From an optimization exercise on the open Yosys and OpenROAD flow, aimed at small area and a short achievable clock period; shortcuts taken in it are not production practice.
Function was checked by simulation only, so behaviour that the tests miss may differ from the original.
Power and IR drop assume default switching activity.

==> flow/design.v (outline; a module is shown in full before it is edited, if it fits) <==
// module MAC: 3447 lines
module MAC(
	clk,
	rst_n,
	in_valid,
	in_mode,
	in_act,
	in_wgt,
	out_act_idx,
	out_wgt_idx,
	out_idx,
	out_valid,
	out_data,
	out_finish
);
  // ...
==> flow/flow/run.sh <==
#!/bin/bash
# Layout flow: the standard flow, except that synthesis skips Yosys's early
# "abc -fast" pass (SYNTH_ARGS=-noabc), so the full adders the RTL spells out
# map to full-adder cells without inverters between them. The registers keep
# the standard synthesis's instance names and cell types: the standard
# synthesis is run first for reference, and if the two differ in anything but
# the names, its netlist is used unchanged. Each step logs to a file here.
set -u
RES=$PWD/orfs/results/$FLOW_PLATFORM/MAC/base

bash standard.sh synth > 1_synth_standard.log 2>&1 || exit 1
cp "$RES/1_2_yosys.v" standard_netlist.v

bash standard.sh clean_synth > 1_clean.log 2>&1
if SYNTH_ARGS=-noabc bash standard.sh "$RES/1_2_yosys.v" > 1_synth_noabc.log 2>&1 &&
   python3 flow/match_regs.py standard_netlist.v "$RES/1_2_yosys.v" > 1_match_regs.log 2>&1; then
  echo "using the netlist synthesized without the early ABC pass" >> 1_match_regs.log
else
  echo "falling back to the standard netlist" >> 1_match_regs.log
  bash standard.sh clean_synth >> 1_clean.log 2>&1
  bash standard.sh synth > 1_synth_standard2.log 2>&1 || exit 1
fi

bash standard.sh > 2_layout.log 2>&1
==> flow/flow/match_regs.py <==
#!/usr/bin/env python3
"""Give the registers of a netlist the instance names of a reference netlist.

usage: match_regs.py REF.v NET.v

Both netlists come from the same RTL; register instance names have the form
<register bit>$<Yosys flip-flop type>, and the type part can differ between two
syntheses (an enable or reset absorbed with the other polarity). Each register
of NET.v is renamed to the reference register with the same register bit. NET.v
is rewritten only if both hold the same register bits in the same cell types;
otherwise the script exits with status 1 and leaves NET.v alone.
"""
import re
import sys

INST = re.compile(r'^(\s*)(sky130_fd_sc_hd__\w+)(\s+)(\S+)(\s*\()')
SEQ = re.compile(r'sky130_fd_sc_hd__(df|edf|sdf|dl)')


def regs(lines):
    found = {}
    for k, line in enumerate(lines):
        m = INST.match(line)
        if not m or not SEQ.match(m.group(2)):
            continue
        name = m.group(4)
        plain = name[1:] if name.startswith('\\') else name
        cut = plain.rfind('$_')
        base = plain[:cut] if cut >= 0 else plain
        if base in found:
            raise SystemExit(f"two registers share the bit name {base}")
        found[base] = (m.group(2), name, k)
    return found


def main():
    ref_lines = open(sys.argv[1]).read().split('\n')
    net_lines = open(sys.argv[2]).read().split('\n')
    ref, net = regs(ref_lines), regs(net_lines)
    if set(ref) != set(net):
        print("register bits differ:", sorted(set(ref) ^ set(net))[:20])
        return 1
    bad = [b for b in ref if ref[b][0] != net[b][0]]
    if bad:
        print("cell types differ:", [(b, ref[b][0], net[b][0]) for b in bad[:20]])
        return 1
    renamed = 0
    for b, (cell, name, k) in net.items():
        new = ref[b][1]
        if new != name:
            m = INST.match(net_lines[k])
            net_lines[k] = m.group(1) + cell + m.group(3) + new + \
                (' ' if new.startswith('\\') and not m.group(5).startswith(' ') else '') + \
                m.group(5) + net_lines[k][m.end():]
            renamed += 1
    open(sys.argv[2], 'w').write('\n'.join(net_lines))
    print(f"{len(net)} registers, {renamed} renamed")
    return 0


if __name__ == '__main__':
    sys.exit(main())
==> flow/standard.sh <==
#!/bin/bash
# synth_recipe.tcl (not shown) runs the flow's synth.tcl, then flattens the netlist and writes it again
# the make line also repeats each setting of config.mk as NAME=value (left out here)
make -C /OpenROAD-flow-scripts/flow DESIGN_CONFIG=/design/flow/config.mk WORK_HOME=/design/flow/orfs CLKGATE_MAP_FILE= SYNTH_SCRIPT=/design/flow/synth_recipe.tcl "${@:-finish}"
==> flow/config.mk <==
export PLATFORM = sky130hd
export DESIGN_NAME = MAC
export DESIGN_NICKNAME = MAC
export VERILOG_FILES = /design/flow/design.v
export SDC_FILE = /design/flow/constraint.sdc
export NUM_CORES = 4
export LEC_CHECK = 0
export CAP_MARGIN = 20
export CORE_MARGIN = 2
export CORE_UTILIZATION = 40
export SETUP_SLACK_MARGIN = 3.5
export SLEW_MARGIN = 20
==> flow/constraint.sdc <==
create_clock -name core_clock -period 8.4 [get_ports {clk}]
set_input_delay 1.6800 -clock core_clock [delete_from_list [all_inputs] [get_ports {clk}]]
set_output_delay 1.6800 -clock core_clock [all_outputs]
set_load 0.01 [all_outputs]
==> results.sh, run 1 <==
export IMPL_met1_usage=0.374
export IMPL_cts_tree="built"
export IMPL_cts_hold_fix_buffers=0
export IMPL_outcome="finished clean"
export IMPL_dr_max_layer_used="met5"
export IMPL_yosys_top_cells_count="1,066 x and2_1, 988 x fa_1, 256 x edfxtp_1"
export IMPL_netSwitchingFraction=0.409
export IMPL_intPower_mw=9.94
export IMPL_synth_largest_area_cell="fa_1"
export IMPL_dominant_cells="multi-input combinational cells"
export IMPL_synth_seq_cells=462
export IMPL_cts_buffers=58
export IMPL_totalNegativeSetupSlack_ns=0
export IMPL_grt_max_degree=78
export IMPL_muxShareOfSynthArea=0.000905
export IMPL_worst_path_largest_cell_delay_ns=0.60
export IMPL_cts_resized=57
export IMPL_use_met2=0.412
export IMPL_synth_compound_area_frac=0.0401
export IMPL_multi_input_area_mm2=0.0317
export IMPL_avgRoutedWirePerCell_um=29.3
export IMPL_ys_warn_count=1
export IMPL_p_clk_frac=0.158
export IMPL_worstSetupStartpointType="flop"
export IMPL_numPortBuffers=173
export IMPL_rrSetupSlack_ns=3.54
export IMPL_crit_chain="buf_12 -> nor2b_4 -> and2_4 -> fa_1 -> fa_2 -> fa_1 -> fa_1 -> fa_2 -> fa_2 -> fa_2 -> fa_1"
export IMPL_die_area_mm2=0.113
export IMPL_clock_skew_ns=0.0359
export IMPL_regArea_mm2=0.0119
==> run 2: changes to the inputs <==
--- a/flow/config.mk
+++ b/flow/config.mk
@@ -10,3 +10,3 @@
 export CORE_UTILIZATION = 40
-export SETUP_SLACK_MARGIN = 3.5
+export SETUP_SLACK_MARGIN = 2.5
 export SLEW_MARGIN = 20
==> run 2 against run 1 <==
Sequential share of layout area is 0.20 points higher. Routed wire length is 3.9% lower. Maximum frequency is 15% lower. Clock skew is 0.0020 ns lower. Hold slack better by 0.0097 ns. Non-clock buffer count is 23 lower. Clock power hardly changed.
==> results.sh, run 2 <==
export IMPL_p_seq_frac=0.224
export IMPL_antenna_found_initial=14
export IMPL_syn_avg_cell_area_um2=12.8
export IMPL_final_common_cell="and2_1"
export IMPL_slew_headroom=0.217
export IMPL_worstSetupStartpointType="flop"
export IMPL_cts_root_buf="clkbuf_16"
export IMPL_synthXorXnorAreaFrac=0.0117
export IMPL_power_switching_mw=6.80
export IMPL_async_flop_share=0.0173
export IMPL_final_cell_mix="1,065 x and2_1, 988 x fa_1, 256 x edfxtp_1"
export IMPL_ir_drop_mv=0.298
export IMPL_vias_per_cell=5.46
export IMPL_clkLatencyLatePin_ns=0.68
export IMPL_crit_family="adder cells"
export IMPL_rows=121
export IMPL_die_area_mm2=0.113
export IMPL_vias=27700
export IMPL_synth_top_family_by_area="adder cells"
export IMPL_synth_top_cell_area_share=0.447
export IMPL_setup_ws_ns=2.69
export IMPL_critPathBufInv=1
export IMPL_core_mm2=0.109
export IMPL_slowest_stage="dfxtp_1"
export IMPL_layout_cells_non_filler=5063
export IMPL_avgRoutedWirePerCell_um=28.3
export IMPL_start_util=0.405
export IMPL_route_met3_wl_um=14300
export IMPL_cts_buffers=58
export IMPL_drtIter0Drc=2798
export IMPL_fin_crit_sh=0.680
export IMPL_p_clk_frac=0.158
export IMPL_hold_viol=0
export IMPL_critPathMostFrequentCell="fa_1"
export IMPL_crit_fanout=17
export IMPL_route_layer_met1_wl_um=57800
export IMPL_ys_top_cells_by_area="fa_1 45%, edfxtp_1 17%, and2_1 15%"
export IMPL_intPower_mw=9.85
export IMPL_placed_cells=4947
export IMPL_cts_hold_fix_buffers=0
export IMPL_final_util=0.450
export IMPL_gp_congestion=0.904
export IMPL_synth_flop_cell="edfxtp_1"
export IMPL_grt_max_degree=78
export IMPL_p_per_area_mw_per_mm2=339
export IMPL_place_hpwl_um=106000
export IMPL_first_global_vias=30300
export IMPL_synth_most_common_cell="and2_1"
export IMPL_clk_pin_slew_ns=0.06
export IMPL_globalRouteOverflowTotal=0
export IMPL_grt_pass1_wl_um=212000
export IMPL_synth_simple_gate_area_frac=0.190
export IMPL_clock_skew_ns=0.0338
export IMPL_postCtsSetupBuffers=0
export IMPL_synth_fa_ha_area_frac=0.468
export IMPL_maxSlewViolCount=0
export IMPL_die_y_um=336
export IMPL_synth_cell_types=43
export IMPL_dp_slack_ns=2.74
export IMPL_netlist_area_mm2=0.0442
export IMPL_area_growth_pct=11.2
export IMPL_netSwitchingFraction=0.409
export IMPL_synth_compound_area_frac=0.0401
export IMPL_h_tree_depth=2
export IMPL_p_leak_nw=22.5
export IMPL_whs_ns=0.496
export IMPL_totalNegativeSetupSlack_ns=0
export IMPL_clock_sinks=462
export IMPL_setup_violations=0
export IMPL_cts_tree="built"
export IMPL_ios=182
export IMPL_layout_min_cycle_time_ns=5.71
export IMPL_clockBufferDepth=3
export IMPL_die_w_um=336
export IMPL_cap_viol_max_count=0
export IMPL_met2WireLength_um=65300
export IMPL_cp_data_arrival_time_ns=6.27
export IMPL_worst_path_largest_cell_delay_ns=0.81
export IMPL_synthCells=3447
export IMPL_synth_largest_area_cell="fa_1"
export IMPL_antenna_left=0
export IMPL_dr_max_layer_used="met5"
export IMPL_grt_util_all_layers=0.262
export IMPL_drive_gt1_frac=0.0452
export IMPL_combPwrFrac=0.618
export IMPL_synth_seq_cells=462
export IMPL_routed_wl_um=143000
export IMPL_ys_warn_count=1
export IMPL_hp_class="reg -> reg"
export IMPL_muxShareOfSynthArea=0.000905
export IMPL_rsz0062_at_grt="no"
export IMPL_ys_seq_area_frac=0.268
export IMPL_synth_edf_count=256
export IMPL_dr_pass1_iters=5
export IMPL_cp_end_kind="flop"
export IMPL_numPortBuffers=173
export IMPL_cts_resized=0
export IMPL_crit_chain="buf_4 -> nor2b_1 -> and2_1 -> fa_1 -> fa_1 -> fa_1 -> fa_1 -> fa_1 -> fa_1 -> fa_1 -> fa_1"
export IMPL_outcome="finished clean"
export IMPL_tightest_slew_ns=1.17
export IMPL_fin_nets=4664
export IMPL_drc_errors=0
export IMPL_crit_required_ns=8.95
export IMPL_crit_type="reg -> reg"
export IMPL_fmax_ghz=0.175
export IMPL_yosys_top_cells_count="1,066 x and2_1, 988 x fa_1, 256 x edfxtp_1"
-- run 2: worst reg2reg max path, cell delays in order (launching register included) --
cell     delay (ns)
dfxtp_1        0.81
buf_4          0.43
nor2b_1        0.43
and2_1         0.21
fa_1           0.45
fa_1           0.49
fa_1           0.54
fa_1           0.44
fa_1           0.41
fa_1           0.47
fa_1           0.46
fa_1           0.46
-- run 2: stage by stage --
| stage | total power, mW | cell area, µm² |
|---|---|---|
| 6_report | 16.6 | 49200 |
| 5_1_grt | 18.6 | 49200 |
| 4_1_cts | 17.0 | 49100 |
| 3_5_place_dp | 14.3 | 47200 |
| 3_3_place_gp | 14.1 | 47200 |
| 2_1_floorplan | 10.7 | 44200 |
-- run 2: worst paths after layout --
path	endpoint	depth (start not counted)	from	slack [ns]
max reg2reg	rx7[6]	11	wr[25]	2.69
min	cs	1	cs	0.50
max	rx7[6]	11	wr[25]	2.69
min reg2reg	cs	1	cs	0.50
min in group asynchronous	cnt[3]	1	rst_n	1.30
max in group asynchronous	mode	1	rst_n	6.78
-- run 2: power by group through the flow --
stage               sequential (mW)  combinational, mW  clock (mW)
floorplan                      3.46               7.23           0
global placement               3.76               10.4           0
detailed placement             3.76               10.6           0
CTS                            3.72               10.6        2.70
global route                   3.78               12.1        2.77
finish                         3.73               10.3        2.64
-- run 2: cell type report --
cell class	count	area, µm²
clock inverters	34	385
diodes	6	15.0
fillers	10100	60100
well taps	1476	1850
flip-flops and latches	462	11900
repair buffers	201	1950
multi-input cells	2801	31500
clock buffers	75	1590
inverters	8	30.0
-- run 2: metal layers --
metal  vias up  global-route usage
met5         -                   0
met4        14              0.0999
met3       291              0.0515
met2      1506               0.405
met1     14700               0.367
li1      11100                   -
-- run 2: cells by family (layout without fill, tap and decap cells) --
kind of cell    after synthesis  after routing
xor+xnor                     59             59
mux                           4              4
simple gates               1421           1421
buf+inv                     191            318
compound gates              249            249
fa+ha+maj                  1060           1060
flops                       462            462
other cells                   1             14

## separate check: timing with driven ports
No port has a modelled driver above. Below, the same layouts with a new extraction and two added sets of constraints.
Step 1: set_driving_cell puts a clkbuf_16 on clk and a buf_2 on each other input, an assumption about the parent block.
Step 2 also shifts input and output timing later by t, the mid clock arrival at the registers, as if the neighbouring blocks saw the same clock.
Three values: ideal, step 1, step 2; two values: the first two.
run	shift t [ns]	setup slack, ns	pins driven straight from the clock port
run 1	0.735	3.536 / 3.536 / 3.536	1
run 2	0.731	2.685 / 2.685 / 2.685	1
After both steps setup and hold are still met in every run listed.
